Source: an optimization exercise on an open RTL-to-GDS flow (aim: small area). Production flows keep margins and buffers that such runs may drop.
Function was checked by simulation only, so behaviour that the tests miss may differ from the original.
The flow treats the clock pin as an ideal source. Dropping or thinning the clock tree relies on that and would not hold on a real chip.
No activity file was given, so power comes from the tool's default toggle rates.

==> delta <==
Design i2c, start of the top module:
module i2c
    #(
        parameter ADDR_BYTES = 1,
        parameter DATA_BYTES = 2,
        parameter ST_WIDTH = 1 + ADDR_BYTES + DATA_BYTES,
        parameter REG_ADDR_WIDTH = 8 * ADDR_BYTES,
        parameter REG_DATA_WIDTH = 8 * DATA_BYTES
    )(
        input enable,
        input  clk,
        input  reset,
        input  [11:0] clk_div,
        input  open_drain,
        input  data_size,
        input [6:0] chip_addr,
        input [REG_ADDR_WIDTH - 1:0] reg_addr,
        input write_en,
        input write_mode,
        input read_en,
        output [ST_WIDTH - 1:0] status,
        input [6:0]  chip_id,
        output [REG_ADDR_WIDTH - 1:0] slave_reg_addr,
        output slave_write_en,
        input [8 * DATA_BYTES - 1:0] data_in1,
        input [8 * DATA_BYTES - 1:0] data_in0,
        output reg [8 * DATA_BYTES - 1:0] data_out1,
        output reg [8 * DATA_BYTES - 1:0] data_out0,
        output done,
        output busy,
        input  sda_in,
        output sda_out,
        output sda_oen,
        input  scl_in,
        output scl_out,
        output scl_oen
        );
clock: 10.0 ns
lec_check: 0
cap_margin: 0
core_margin: 2
core_utilization: 45
gpl_timing_driven: 0
place_density: 0.65
slew_margin: 0
standard.sh (not shown) runs the stock make flow with config.mk's settings and CLKGATE_MAP_FILE= SYNTH_SCRIPT=/design/flow/synth_recipe.tcl, a recipe that flattens the netlist after the stock synthesis.
==> flow/flow/run.sh <==
#!/bin/bash
# Standard synthesis; then the combinational logic between the flip-flops is
# re-mapped for area with ABC (deep AIG synthesis, then a few mapping
# scripts), each result proven equal to the standard netlist, and the
# smallest is kept; then the standard layout steps with small port buffers
# and a small two-level clock tree (cts_hook.tcl).
set -euo pipefail
R=orfs/results/sky130hd/i2c/base
LIB=$FLOW_HOME/platforms/sky130hd/lib/sky130_fd_sc_hd__tt_025C_1v80.lib
NC=${NUM_CORES:-4}
export BUFFER_PORTS_ARGS="-buffer_cell sky130_fd_sc_hd__buf_1"
export MANUAL_TREE_TCL=$PWD/flow/manual_tree.tcl
export PRE_CTS_TCL=$PWD/flow/cts_hook.tcl

bash standard.sh synth > flow_synth.log 2>&1
cp $R/1_2_yosys.v $R/1_2_yosys_std.v
FLOPS=$(grep -o "sky130_fd_sc_hd__[a-z0-9]*df[a-z0-9_]*" $R/1_2_yosys_std.v | sort -u | tr '\n' ' ')
mkdir -p reopt

# one candidate: re-map netlist $2 with ABC script $3 into reopt/$1.v and
# prove it equal to the standard netlist; its area goes to reopt/$1.area
# only if the proof succeeds
try_script() {
  local n=$1 file=$2 s=$3
  sed -e "s#LIBFILE#$LIB#g" -e "s#IN_NETLIST#$file#" \
      -e "s#OUT_NETLIST#reopt/$n.v#" -e "s#STATFILE#reopt/$n.stat#" \
      -e "s#FLOPCELLS#$FLOPS#g" -e "s#ABCCMD#abc -script $s#" flow/reopt.ys > reopt/$n.ys
  yosys -s reopt/$n.ys > reopt/$n.log 2>&1 || return 0
  local a=$(grep 'Chip area' reopt/$n.stat | awk '{print $NF}')
  sed -e "s#LIBFILE#$LIB#g" -e "s#GOLD_NETLIST#$R/1_2_yosys_std.v#" \
      -e "s#GATE_NETLIST#reopt/$n.v#" flow/equiv.ys > reopt/$n.eq.ys
  if yosys -s reopt/$n.eq.ys > reopt/$n.eq.log 2>&1; then
    echo "$a $n" > reopt/$n.area
  else
    echo "$n $a not proven" >> reopt_summary.txt
  fi
}
throttle() { while [ $(jobs -rp | wc -l) -ge $NC ]; do sleep 0.5; done; }
best_of() { cat reopt/*.area 2>/dev/null | sort -n -k1,1 | head -${1:-1}; }

MAP='&get -n\n&dch -f\n&nf -R 1000 -a\n&put\n'
# stage 1: deep AIG synthesis from the standard netlist, several seeds
for sd in 1 2 3 4 5 6 7 8; do
  printf "strash\nifraig\nscorr\ndc2\ndc2\n&get -n\n&deepsyn -T 150 -S $sd\n&put\n$MAP" > reopt/deep1_$sd.script
  try_script d1s$sd $R/1_2_yosys_std.v $PWD/reopt/deep1_$sd.script &
  throttle
done
for sd in 2 6; do
  printf "strash\nifraig\nscorr\ndc2\ndc2\n&get -n\n&deepsyn -T 300 -S $sd\n&put\n$MAP" > reopt/deep1l_$sd.script
  try_script d1ls$sd $R/1_2_yosys_std.v $PWD/reopt/deep1l_$sd.script &
  throttle
done
wait
# stages 2 and 3: deep synthesis again from the smallest netlists so far
deep_stage() {
  local st=$1 width=$2 t=$3 i=0 a src sd
  shift 3
  best_of $width > reopt/seed_$st.txt
  while read -r a src; do
    i=$((i+1))
    for sd in "$@"; do
      printf "strash\n&get -n\n&deepsyn -T $t -S $sd\n&put\n$MAP" > reopt/deep${st}_$sd.script
      try_script d${st}b${i}s$sd reopt/$src.v $PWD/reopt/deep${st}_$sd.script &
      throttle
    done
  done < reopt/seed_$st.txt
  wait
}
deep_stage 2 3 90 11 12 13 14
deep_stage 3 2 60 21 22 23 24
# stage 4: the quick mapping scripts, from the three smallest so far
best_of 3 > reopt/beam_1.txt
i=0
while read -r a src; do
  i=$((i+1))
  for s in flow/abc_*.script; do
    try_script q1b${i}_$(basename $s .script) reopt/$src.v $PWD/$s &
    throttle
  done
done < reopt/beam_1.txt
wait
cat reopt/*.area | sort -n -k1,1 >> reopt_summary.txt
best=$(best_of 1 | awk '{print $2}')
echo "chosen: ${best:-standard} $(best_of 1 | awk '{print $1}')" >> reopt_summary.txt
if [ -n "$best" ]; then
  cp reopt/$best.v $R/1_2_yosys.v
  rm -f $R/1_synth.odb $R/1_synth.sdc
fi
bash standard.sh finish > flow_finish.log 2>&1
Other scripts of this flow, unchanged in this note and not shown: flow/flow/abc_a1.script, flow/flow/abc_a2.script, flow/flow/abc_a3.script, flow/flow/abc_a4.script, flow/flow/abc_a5.script, flow/flow/abc_a6.script, flow/flow/cts_hook.tcl, flow/flow/equiv.ys, flow/flow/manual_tree.tcl, flow/flow/reopt.ys
==> garnet: changes against delta <==
--- a/flow/design.v
+++ b/flow/design.v
@@ -51,25 +51,23 @@
                s_write   = 4'd2,
                s_send    = 4'd3,
                s_ack     = 4'd4,
                s_ack2    = 4'd5,
                s_chk_ack = 4'd6;
     reg [3:0]  state;
     reg [31:0] sr;
-    reg sda_s, scl_s;
+    reg sda_s, scl_s, sda_ss, scl_ss;
     reg sda_reg, oen_reg;
     reg done_r, busy_r;
     reg [5:0]  sr_count;
     reg [1:0]  scl_count;
     reg [11:0] clk_count;
     reg writing, reading, in_prog;
     reg [3:0]  status_r;
     reg wc, wp, rc, rp;
-    wire sda_ss = wc;
-    wire scl_ss = rc;
     wire a1 = writing;          
     wire a2 = reading;          
     wire rb = in_prog;          
     wire rw_bit = sr_count[0];
     wire nack = sr_count[1];
     reg [7:0] reg_addr_r;
     reg swe;
@@ -95,38 +93,35 @@
     wire sda_rising  =  sda_s && ~sda_ss;
     wire sda_falling = ~sda_s &&  sda_ss;
     wire s_start = scl_ss && sda_falling;
     wire s_stop  = scl_ss && sda_rising;
     wire [7:0] word = {sr[6:0], sda_s};
     always @(posedge clk) begin
         if (~reset) begin
-            sda_s <= 1'b1; scl_s <= 1'b1;
-            wc <= ~en; rc <= ~en;
+            sda_s <= 1'b1; scl_s <= 1'b1; sda_ss <= 1'b1; scl_ss <= 1'b1;
         end else begin
-            sda_s <= sda_in; scl_s <= scl_in;
-            wc <= en ? write_en : sda_s;
-            rc <= en ? read_en : scl_s;
+            sda_s <= sda_in; scl_s <= scl_in; sda_ss <= sda_s; scl_ss <= scl_s;
         end
     end
     always @(posedge clk) begin
         if (~reset) begin
-            wp <= 1'b0; rp <= 1'b0;
+            wc <= 1'b0; wp <= 1'b0; rc <= 1'b0; rp <= 1'b0;
         end else begin
-            wp <= write_en & ~wc;
-            rp <= read_en & ~rc;
+            wc <= write_en; wp <= write_en & ~wc;
+            rc <= read_en;  rp <= read_en & ~rc;
         end
     end
     always @(posedge clk) begin
         if (~reset) begin
             state    <= 4'd0;
             sda_reg  <= 1'b1;
             oen_reg  <= 1'b1;
             done_r   <= 1'b0;
             busy_r   <= 1'b0;
-            sr <= 32'h0;
+            sr[15:8] <= 8'h00;
         end else if (en) begin
             if (state == m_idle) begin
                 done_r <= 1'b0;
                 if (~write_mode) begin
                     if (in_prog) begin
                         state   <= m_stop;
                         sda_reg <= 1'b0;
--- a/flow/flow/run.sh
+++ b/flow/flow/run.sh
@@ -36,53 +36,40 @@
   fi
 }
 throttle() { while [ $(jobs -rp | wc -l) -ge $NC ]; do sleep 0.5; done; }
 best_of() { cat reopt/*.area 2>/dev/null | sort -n -k1,1 | head -${1:-1}; }
 
 MAP='&get -n\n&dch -f\n&nf -R 1000 -a\n&put\n'
 # stage 1: deep AIG synthesis from the standard netlist, several seeds
-for sd in 1 2 3 4 5 6 7 8; do
+for sd in 1 2 3 4; do
   printf "strash\nifraig\nscorr\ndc2\ndc2\n&get -n\n&deepsyn -T 150 -S $sd\n&put\n$MAP" > reopt/deep1_$sd.script
   try_script d1s$sd $R/1_2_yosys_std.v $PWD/reopt/deep1_$sd.script &
   throttle
 done
-for sd in 2 6; do
-  printf "strash\nifraig\nscorr\ndc2\ndc2\n&get -n\n&deepsyn -T 300 -S $sd\n&put\n$MAP" > reopt/deep1l_$sd.script
-  try_script d1ls$sd $R/1_2_yosys_std.v $PWD/reopt/deep1l_$sd.script &
+wait
+src=$(best_of 1 | awk '{print $2}')
+for sd in 5 6 7 8; do
+  printf "strash\n&get -n\n&deepsyn -T 90 -S $sd\n&put\n$MAP" > reopt/deep2_$sd.script
+  if [ -n "$src" ]; then try_script d2s$sd reopt/$src.v $PWD/reopt/deep2_$sd.script & else try_script d2s$sd $R/1_2_yosys_std.v $PWD/reopt/deep2_$sd.script & fi
   throttle
 done
 wait
-# stages 2 and 3: deep synthesis again from the smallest netlists so far
-deep_stage() {
-  local st=$1 width=$2 t=$3 i=0 a src sd
-  shift 3
-  best_of $width > reopt/seed_$st.txt
+# stage 3: the quick mapping scripts, from the three smallest so far
+for pass in 1 2; do
+  i=0
+  best_of 3 > reopt/beam_$pass.txt
   while read -r a src; do
     i=$((i+1))
-    for sd in "$@"; do
-      printf "strash\n&get -n\n&deepsyn -T $t -S $sd\n&put\n$MAP" > reopt/deep${st}_$sd.script
-      try_script d${st}b${i}s$sd reopt/$src.v $PWD/reopt/deep${st}_$sd.script &
+    for s in flow/abc_*.script; do
+      try_script q${pass}b${i}_$(basename $s .script) reopt/$src.v $PWD/$s &
       throttle
     done
-  done < reopt/seed_$st.txt
+  done < reopt/beam_$pass.txt
   wait
-}
-deep_stage 2 3 90 11 12 13 14
-deep_stage 3 2 60 21 22 23 24
-# stage 4: the quick mapping scripts, from the three smallest so far
-best_of 3 > reopt/beam_1.txt
-i=0
-while read -r a src; do
-  i=$((i+1))
-  for s in flow/abc_*.script; do
-    try_script q1b${i}_$(basename $s .script) reopt/$src.v $PWD/$s &
-    throttle
-  done
-done < reopt/beam_1.txt
-wait
+done
 cat reopt/*.area | sort -n -k1,1 >> reopt_summary.txt
 best=$(best_of 1 | awk '{print $2}')
 echo "chosen: ${best:-standard} $(best_of 1 | awk '{print $1}')" >> reopt_summary.txt
 if [ -n "$best" ]; then
   cp reopt/$best.v $R/1_2_yosys.v
   rm -f $R/1_synth.odb $R/1_synth.sdc
 fi
==> flow/config.mk (replaced) <==
export PLATFORM = sky130hd
export DESIGN_NAME = i2c
export DESIGN_NICKNAME = i2c
export VERILOG_FILES = /design/flow/design.v
export SDC_FILE = /design/flow/constraint.sdc
export NUM_CORES = 4
export LEC_CHECK = 0
export CAP_MARGIN = 5
export CORE_MARGIN = 2
export CORE_UTILIZATION = 45
export GPL_TIMING_DRIVEN = 0
export PLACE_DENSITY = 0.65
export SLEW_MARGIN = 5
==> nickel: changes against delta <==
--- a/flow/design.v
+++ b/flow/design.v
@@ -51,25 +51,23 @@
                s_write   = 4'd2,
                s_send    = 4'd3,
                s_ack     = 4'd4,
                s_ack2    = 4'd5,
                s_chk_ack = 4'd6;
     reg [3:0]  state;
     reg [31:0] sr;
-    reg sda_s, scl_s;
+    reg sda_s, scl_s, sda_ss, scl_ss;
     reg sda_reg, oen_reg;
     reg done_r, busy_r;
     reg [5:0]  sr_count;
     reg [1:0]  scl_count;
     reg [11:0] clk_count;
     reg writing, reading, in_prog;
     reg [3:0]  status_r;
     reg wc, wp, rc, rp;
-    wire sda_ss = wc;
-    wire scl_ss = rc;
     wire a1 = writing;          
     wire a2 = reading;          
     wire rb = in_prog;          
     wire rw_bit = sr_count[0];
     wire nack = sr_count[1];
     reg [7:0] reg_addr_r;
     reg swe;
@@ -95,38 +93,35 @@
     wire sda_rising  =  sda_s && ~sda_ss;
     wire sda_falling = ~sda_s &&  sda_ss;
     wire s_start = scl_ss && sda_falling;
     wire s_stop  = scl_ss && sda_rising;
     wire [7:0] word = {sr[6:0], sda_s};
     always @(posedge clk) begin
         if (~reset) begin
-            sda_s <= 1'b1; scl_s <= 1'b1;
-            wc <= ~en; rc <= ~en;
+            sda_s <= 1'b1; scl_s <= 1'b1; sda_ss <= 1'b1; scl_ss <= 1'b1;
         end else begin
-            sda_s <= sda_in; scl_s <= scl_in;
-            wc <= en ? write_en : sda_s;
-            rc <= en ? read_en : scl_s;
+            sda_s <= sda_in; scl_s <= scl_in; sda_ss <= sda_s; scl_ss <= scl_s;
         end
     end
     always @(posedge clk) begin
         if (~reset) begin
-            wp <= 1'b0; rp <= 1'b0;
+            wc <= 1'b0; wp <= 1'b0; rc <= 1'b0; rp <= 1'b0;
         end else begin
-            wp <= write_en & ~wc;
-            rp <= read_en & ~rc;
+            wc <= write_en; wp <= write_en & ~wc;
+            rc <= read_en;  rp <= read_en & ~rc;
         end
     end
     always @(posedge clk) begin
         if (~reset) begin
             state    <= 4'd0;
             sda_reg  <= 1'b1;
             oen_reg  <= 1'b1;
             done_r   <= 1'b0;
             busy_r   <= 1'b0;
-            sr <= 32'h0;
+            sr[15:8] <= 8'h00;
         end else if (en) begin
             if (state == m_idle) begin
                 done_r <= 1'b0;
                 if (~write_mode) begin
                     if (in_prog) begin
                         state   <= m_stop;
                         sda_reg <= 1'b0;
==> flow/flow/run.sh (replaced) <==
#!/bin/bash
# Standard synthesis; then the combinational logic between the flip-flops is
# re-mapped for area with a few ABC scripts, each result proven equal to the
# standard netlist, and the smallest is kept; then the standard layout steps
# with small port buffers and a small two-level clock tree (cts_hook.tcl).
set -euo pipefail
R=orfs/results/sky130hd/i2c/base
LIB=$FLOW_HOME/platforms/sky130hd/lib/sky130_fd_sc_hd__tt_025C_1v80.lib
export BUFFER_PORTS_ARGS="-buffer_cell sky130_fd_sc_hd__buf_1"
export MANUAL_TREE_TCL=$PWD/flow/manual_tree.tcl
export PRE_CTS_TCL=$PWD/flow/cts_hook.tcl

bash standard.sh synth > flow_synth.log 2>&1
cp $R/1_2_yosys.v $R/1_2_yosys_std.v
FLOPS=$(grep -o "sky130_fd_sc_hd__[a-z0-9]*df[a-z0-9_]*" $R/1_2_yosys_std.v | sort -u | tr '\n' ' ')

# one candidate: re-map $2 with script $3 into reopt_$1.v and prove it equal
# to the standard netlist; its area goes to cand_$1.txt only if proven
try_script() {
  local n=$1 file=$2 s=$3 cmd
  if [ $s = default ]; then cmd="abc"; else cmd="abc -script $PWD/$s"; fi
  sed -e "s#LIBFILE#$LIB#g" -e "s#IN_NETLIST#$file#" \
      -e "s#OUT_NETLIST#reopt_$n.v#" -e "s#STATFILE#reopt_stat_$n.txt#" \
      -e "s#FLOPCELLS#$FLOPS#g" -e "s#ABCCMD#$cmd#" flow/reopt.ys > reopt_$n.ys
  yosys -s reopt_$n.ys > flow_reopt_$n.log 2>&1 || return 0
  local a=$(grep 'Chip area' reopt_stat_$n.txt | awk '{print $NF}')
  sed -e "s#LIBFILE#$LIB#g" -e "s#GOLD_NETLIST#$R/1_2_yosys_std.v#" \
      -e "s#GATE_NETLIST#reopt_$n.v#" flow/equiv.ys > equiv_$n.ys
  if yosys -s equiv_$n.ys > flow_equiv_$n.log 2>&1; then
    echo "$a $n" > cand_$n.txt
  else
    echo "$n $a not proven" > cand_$n.failed
  fi
}

# a small beam search: each pass re-maps the five smallest netlists so far
echo "std $R/1_2_yosys_std.v" > beam_0.txt
for pass in $(seq 1 ${REOPT_PASSES:-4}); do
  i=0
  while read -r src file; do
    i=$((i+1))
    for s in default flow/abc_*.script; do
      n=p${pass}b${i}_$(basename $s .script)
      try_script $n $file $s &
      while [ $(jobs -rp | wc -l) -ge ${NUM_CORES:-4} ]; do sleep 0.2; done
    done
  done < beam_$((pass-1)).txt
  wait
  cat cand_p${pass}b*.txt 2>/dev/null | sort -n -k1,1 > pass_$pass.txt || true
  cat cand_p${pass}b*.failed 2>/dev/null >> reopt_summary.txt || true
  cat pass_$pass.txt >> reopt_summary.txt
  sort -n -k1,1 -u pass_$pass.txt | head -${REOPT_BEAM:-5} | awk '{print $2, "reopt_"$2".v"}' > beam_$pass.txt
done
cat pass_*.txt | sort -n -k1,1 | head -1 > best.txt
best=$(awk '{print $2}' best.txt)
bestarea=$(awk '{print $1}' best.txt)
echo "chosen: ${best:-standard} $bestarea" >> reopt_summary.txt
if [ -n "$best" ]; then
  cp reopt_$best.v $R/1_2_yosys.v
  rm -f $R/1_synth.odb $R/1_synth.sdc
fi
bash standard.sh finish > flow_finish.log 2>&1
==> flow/config.mk (replaced) <==
export PLATFORM = sky130hd
export DESIGN_NAME = i2c
export DESIGN_NICKNAME = i2c
export VERILOG_FILES = /design/flow/design.v
export SDC_FILE = /design/flow/constraint.sdc
export NUM_CORES = 4
export LEC_CHECK = 0
export CAP_MARGIN = 5
export CORE_MARGIN = 2
export CORE_UTILIZATION = 45
export GPL_TIMING_DRIVEN = 0
export PLACE_DENSITY = 0.65
export SLEW_MARGIN = 5
==> key figures <==
Outcome
  – Status: complete, no violations

Critical path
  – CP Depth: 6

STA
  – Minimum clock period: 5.34 ns

Power
  – Comb group: roughly 530 µW
-- figures above: garnet

==> key figures <==
Outcome
  – Status: complete, no violations

Power
  – Top Consumer: combinational cells
  – Comb group: between 800 and 900 µW

Critical path
  – CP Depth: 6

STA
  – Minimum clock period: between 5 and 6 ns
-- figures above: nickel

==> key figures <==
Power
  – Comb group: a little under 600 µW

STA
  – Minimum clock period: 5.78 ns

Critical path
  – CP Depth: 12

Outcome
  – Status: complete, no violations

Global route
  – GR Layer Usage met1: around two fifths

Cells and area
  – Largest register FFs: 32
-- figures above: delta

In every run of this note, the design's own scripts or RTL, not TritonCTS, make the clock network.

[separate check: timing with driven ports]
In the flow no input, the clock included, has a driving cell. The finished layouts below were timed again as built, in two steps.
Step 1 assumes that a clkbuf_16 drives the clock port and a buf_2 every other input.
Step 2, shift: input delay + t, output delay - t, t = (earliest + latest rising clock arrival at the registers) / 2. This alone moves slack from input paths to output paths.
a / b / c = ideal ports / drivers / drivers and shift; a / b = the first two.
run | t, ns | setup WS [ns] | worst hold slack (ns) | worst setup path after step 2 | pins driven straight from the clock port
delta | 0.418 | 4.219 / 4.227 / 3.809 | 0.458 / 0.458 / 0.458 | input to register | 1
garnet | 0.418 | 4.656 / 4.664 / 4.246 | 0.387 / 0.387 / 0.387 | input to register | 1
nickel | 0.433 | 4.427 / 4.441 / 4.008 | 0.390 / 0.390 / 0.390 | input to register | 1
After both steps every run listed still meets setup and hold. The setup slack of nickel, which loses most, moves by +0.014 ns with the drivers and by -0.419 ns with both steps.
